Context: an optimization exercise on an open-source flow, tuned for small area. The choices shown serve that exercise and are no tape-out recipe.
Only simulation tests tie the RTL to the original design; equivalence was not proved.

## flow/design.v (module list and top-level ports; edited modules follow where they fit)
// module dff: 11 lines
// module filter: 1900 lines
// module fa3: 4 lines
module filter (
input logic clk, enable,
input logic signed [15:0] inData,
output logic signed [15:0] outData
);
  // ...
==> flow/run.sh <==
#!/bin/bash
# synth_recipe.tcl (not shown) runs the flow's synth.tcl, then flattens the netlist and writes it again
# the make line also repeats each setting of config.mk as NAME=value (left out here)
make -C /OpenROAD-flow-scripts/flow DESIGN_CONFIG=/design/flow/config.mk WORK_HOME=/design/flow/orfs CLKGATE_MAP_FILE= SYNTH_SCRIPT=/design/flow/synth_recipe.tcl finish
==> flow/config.mk <==
export PLATFORM = sky130hd
export DESIGN_NAME = filter
export DESIGN_NICKNAME = filter
export VERILOG_FILES = /design/flow/design.v
export SDC_FILE = /design/flow/constraint.sdc
export NUM_CORES = 4
export LEC_CHECK = 0
export ABC_AREA = 1
export CAP_MARGIN = 20
export CORE_MARGIN = 2
export CORE_UTILIZATION = 45
export CTS_BUF_LIST = sky130_fd_sc_hd__clkbuf_8
export CTS_CLUSTER_DIAMETER = 50
export CTS_CLUSTER_SIZE = 20
export GPL_TIMING_DRIVEN = 0
export SLEW_MARGIN = 20
export SYNTH_HIERARCHICAL = 1
==> flow/constraint.sdc <==
create_clock -name core_clock -period 6.5 [get_ports {clk}]
set_input_delay 1.3000 -clock core_clock [delete_from_list [all_inputs] [get_ports {clk}]]
set_output_delay 1.3000 -clock core_clock [all_outputs]
set_load 0.01 [all_outputs]
==> results.py, run 1 <==
metrics = {
    "synth": {
        "synth_warnings": 11,
        "synth-main-ff-cell": "edfxtp_1",
        "synth_largest_area_cell": "fa_1",
        "synth_commonest_cells": "fa_1, edfxtp_1, inv_1, nand2_1, dfxtp_1",
        "synth_edf_count": 512,
    },
    "cts": {
        "numCtsBuffers": 79,
        "insertion_delay_ns": 0.81,
        "cts_hold_buf": 0,
        "cts_tree": "yes",
    },
    "sta": {
        "hold_viol": 0,
        "fin_crit_ns": 6.44,
        "whs_ns": 0.321,
    },
    "layout": {
        "multi_input_area_um2": 31900,
        "multi_input_area_share_pct": 56.5,
        "seq_share_pct": 33.6,
        "num-nonclk-inverters": 296,
    },
    "worst_setup_path": {
        "crit_chain": "ha_2 > inv_1 > ha_1 > inv_1 > fa_1 > fa_1 > fa_1 > fa_1 > fa_1 > fa_1 > fa_1 > fa_1 > fa_1 > fa_1",
        "slowest_delay_ns": 0.56,
        "cp_slowest_cell": "fa_1",
        "path_class": "register to register",
    },
    "route": {
        "dr_wl_met2_um": 75500,
        "dr.max_layer_used": "met5",
        "routed-wl-met3_um": 9050,
        "drt.antenna.violating_nets": 0,
        "drc": 0,
    },
    "grt": {
        "grt-ovfl-total": 0,
        "antenna_found_initial": 4,
        "use_met3_pct": 5.35,
    },
    "floorplan": {
        "die_w_um": 342,
        "rows": 124,
        "core_um2": 114000,
        "die_h_um": 342,
    },
    "placement": {
        "pre_cts_ws_ns": -0.594,
        "routabilityCongestion": 0.934,
    },
    "worst_hold_path": {
        "hold_path_end": "dout[1][5]",
        "hold_start": "dout[0][5]",
    },
    "status": {
        "outcome": "no timing/DRC/antenna violations",
    },
}
==> inputs of run 2 (changes only) <==
--- a/flow/config.mk
+++ b/flow/config.mk
@@ -5,7 +5,6 @@
 export SDC_FILE = /design/flow/constraint.sdc
 export NUM_CORES = 4
 export LEC_CHECK = 0
-export ABC_AREA = 1
 export CAP_MARGIN = 20
 export CORE_MARGIN = 2
 export CORE_UTILIZATION = 45
==> run 2 against run 1 <==
  * Final cell count fell by 6.3%
  * Critical endpoint unchanged
  * Clock skew about the same
  * Critical path type unchanged
  * Die area fell by 1.7%
  * First-iteration DRC count fell by 15%
==> results.py, run 2 <==
metrics = {
    "synth": {
        "synthCells": 2550,
        "synth-xor-area-share_pct": 0.745,
        "synth_fa_ha_area_share_pct": 59.2,
        "ys_types": 41,
        "seq_area_frac_synth_pct": 37.4,
        "synthesis.nets": 4089,
        "synth_largest_area_cell": "fa_1",
        "syn_area_um2": 50500,
        "yosys.area.top_type_share_pct": 57.5,
        "synth_edf_count": 512,
        "ys_ff_latch": 689,
        "synth_commonest_cells": "fa_1, edfxtp_1, inv_1, dfxtp_1, ha_1",
        "synth_mux_area_share_pct": 0.0198,
        "synth-main-ff-cell": "edfxtp_1",
        "synthArstFlopShare_pct": 0,
        "synth_simple_gate_area_share_pct": 0.473,
        "synth_warnings": 11,
        "synth_top_family_by_area": "adder cells",
        "synth.avg_cell_area_um2": 19.8,
        "yosysMostFrequentCell": "fa_1",
        "synth_compound_area_share_pct": 0.579,
        "synthTopCellsByArea": "fa_1, edfxtp_1, dfxtp_1",
    },
    "cts": {
        "clkTransAtPathRegs_ns": 0.09,
        "numCtsBuffers": 79,
        "cts.path.max_buffers": 3,
        "cts-root-buf": "clkbuf_8",
        "insertion_delay_ns": 0.79,
        "cts_max_level": 3,
        "cts_num_sinks": 689,
        "cts_tree": "yes",
    },
    "worst_setup_path": {
        "r2r-start": "x[19][6]",
        "crit_path_start_kind": "register",
        "crit_top_cell": "fa_1",
        "worst-endpoint-required_ns": 7.11,
        "ff2ff_path_depth": 14,
        "cp.buffers_inverters": 2,
        "r2r_slack_ns": 0.03,
        "reg2reg_to": "q3132",
        "slowest_delay_ns": 0.80,
        "worstSetupEndpointType": "register",
        "cp_max_fo": 4,
        "crit_chain": "ha_4 > fa_2 > fa_2 > fa_2 > buf_4 > inv_1 > fa_1 > fa_1 > fa_1 > fa_1 > fa_1 > fa_1 > fa_1 > fa_1",
        "cp_slowest_cell": "fa_2",
        "cp_top_family": "adder cells",
        "cp_data_arrival_time_ns": 7.08,
        "path_class": "register to register",
    },
    "route": {
        "firstDrtPassIters": 5,
        "routed_wl_um": 147000,
        "first_iter_violations": 1864,
        "viasPerCell": 5.36,
        "wl_per_cell_um": 34.5,
        "drt.antenna.violating_nets": 0,
        "num_vias": 22800,
        "drc": 0,
    },
    "sta": {
        "slew-limit-headroom_pct": 19.5,
        "rsz0062_at_grt": "yes",
        "worst_pin_slew_ns": 1.20,
        "layout_setup_ws_ns": 0.0349,
        "fin_crit_ns": 6.47,
        "finClkSkew_ns": 0.0618,
        "hold_viol": 0,
        "setup-violations-final": 0,
        "fmax_mhz": 155,
        "drv_slew": 0,
        "period_share_pct": 99.5,
        "whs_ns": 0.330,
    },
    "layout": {
        "final_common_cell": "fa_1",
        "drive_gt1_share_pct": 11.7,
        "multi_input_area_um2": 31400,
        "fin_nets": 4237,
        "largestRegisters": "x: 512 flops, dout: 32 flops, outData: 16 flops",
        "utilization_pct": 50.0,
        "fill_cells": 9122,
        "seq_area_um2": 18900,
        "top_register": "x",
        "fin_cells": 4255,
        "mostFrequentLayoutCells": "fa_1, edfxtp_1, inv_1, dfxtp_1, fa_2",
        "area_growth_pct": 9.88,
        "largest_reg_flops": 512,
    },
    "status": {
        "outcome": "no timing/DRC/antenna violations",
    },
    "grt": {
        "grt_pass1_vias": 28000,
        "grt_first_pass_wirelength_um": 209000,
        "antenna_found_initial": 3,
        "grt-ovfl-total": 0,
        "grtUsageTotal_pct": 26.9,
        "grt_max_degree": 110,
    },
    "floorplan": {
        "die_w_um": 339,
        "die_area_um2": 115000,
        "initial_core_util_pct": 45.5,
        "core_um2": 111000,
        "die_h_um": 339,
        "rows": 122,
        "num_io_pins": 34,
    },
    "worst_hold_path": {
        "hp-class": "register to register",
        "hold_path_end": "dout[1][1]",
        "hold_depth": 0,
        "hold_start": "dout[0][1]",
    },
    "placement": {
        "portBuffers": 33,
        "place_hpwl_um": 129000,
        "routabilityCongestion": 0.944,
        "pre_cts_ws_ns": -0.598,
        "place_inst": 4075,
    },
    "run": {
        "drv_cap": 0,
    },
}
==> run 2: cell types whose count changed after synthesis, sizes merged, moves of 5 or more <==
cell,before,now
a21o,0,5
a31oi,0,5
inv,296,208
nand2,186,13
nand3,22,5
nor2,46,7
xnor2,8,34
xor2,27,9
==> run 2: Yosys stat by module (local to each module, per instance) <==
| module | cells inside | cell area [um^2] | flops+latches |
|---|---|---|---|
| filter | 1099 | 21500 | 689 |
| fa3 | 1 | 20.0 | 0 |
==> run 2: area by class of cell <==
class | count | area share [%]
Antenna cell | 3 | 0.0135
Clock buffer | 86 | 2.13
Timing Repair Buffer | 67 | 1.24
Multi-Input combinational cell | 1652 | 56.5
Tap cell | 1488 | 3.35
Inverter | 208 | 1.41
Sequential cell | 689 | 34.1
Clock inverter | 61 | 1.29
Buffer | 1 | 0.00676
==> run 2: kinds of logic after synthesis <==
| logic type | Yosys count |
|---|---|
| flip-flops | 689 |
| buffers and inverters | 209 |
| adder cells (fa/ha/maj) | 1521 |
| AND/OR/NAND/NOR | 47 |
| AO/OA/AOI/OAI | 40 |
| XOR/XNOR | 43 |
| multiplexers | 1 |
==> run 2: worst max-delay path by stage <==
stage | from | endpoint | slack [ns] | cells after the start
after global placement | enable | x[12][8] | -12.17 | 1
after CTS | x[19][6] | q3132 | -0.04 | 14
after floorplan | x[12][0] | q3111 | 0.49 | 12
after detailed placement | x[12][6] | q3111 | -0.60 | 12
after global routing | x[29][6] | q3111 | -0.03 | 13
final | x[19][6] | q3132 | 0.03 | 14
==> run 2: stage by stage <==
step	TNS [ns]	instance area, um^2
after floorplan	0	50500
final	0	55500
after CTS	-0.0752	55200
after global routing	-0.0404	55500
after detailed placement	-18.21	52900
after global placement	-6122.78	52700
==> run 2: metal layers <==
| layer | global-route usage, % | part of all wire [%] | vias to the layer above |
|---|---|---|---|
| met5 | 0 | 0.0082 | - |
| met4 | 11.1 | 5.1 | 2 |
| met3 | 4.50 | 5.2 | 202 |
| met2 | 45.4 | 52 | 762 |
| met1 | 35.0 | 38 | 13300 |
| li1 | - | - | 8514 |
==> run 2: timing repair <==
item,4_1_cts,5_1_grt
buffers inserted,13,17
hold buffers,0,0
gates cloned,0,0
pin swaps,15,11
setup endpoints to repair,82,29
gates resized for setup,107,48

## re-timing with driven ports
In the flow no input, the clock included, has a driving cell. The finished layouts below were timed again as built, in two steps. Step 1 (the two cells are an assumption about what drives the block):
set clk [get_ports {clk}]
set_driving_cell -lib_cell sky130_fd_sc_hd__clkbuf_16 $clk
set_driving_cell -lib_cell sky130_fd_sc_hd__buf_2 [delete_from_list [all_inputs] $clk]
Step 2 moves the port delays by t, midway between the first and last clock arrival at a register: inputs arrive t later, outputs are due t later. That takes back most of the time a late clock gives input paths. Slacks: no drivers / after step 1 / after step 2; pairs: no drivers / after step 1.
| run | shift t [ns] | setup slack, ns | worst setup path at the end | clock arrival spread, ns | slew at the worst register clock pin (ns) |
|---|---|---|---|---|---|
| run 1 | 0.850 | 0.064 / 0.064 / 0.064 | register to register | 0.063 / 0.062 | 0.11 / 0.11 |
| run 2 | 0.825 | 0.035 / 0.035 / 0.035 | register to register | 0.062 / 0.062 | 0.11 / 0.11 |
After both steps setup and hold are still met in every run listed.
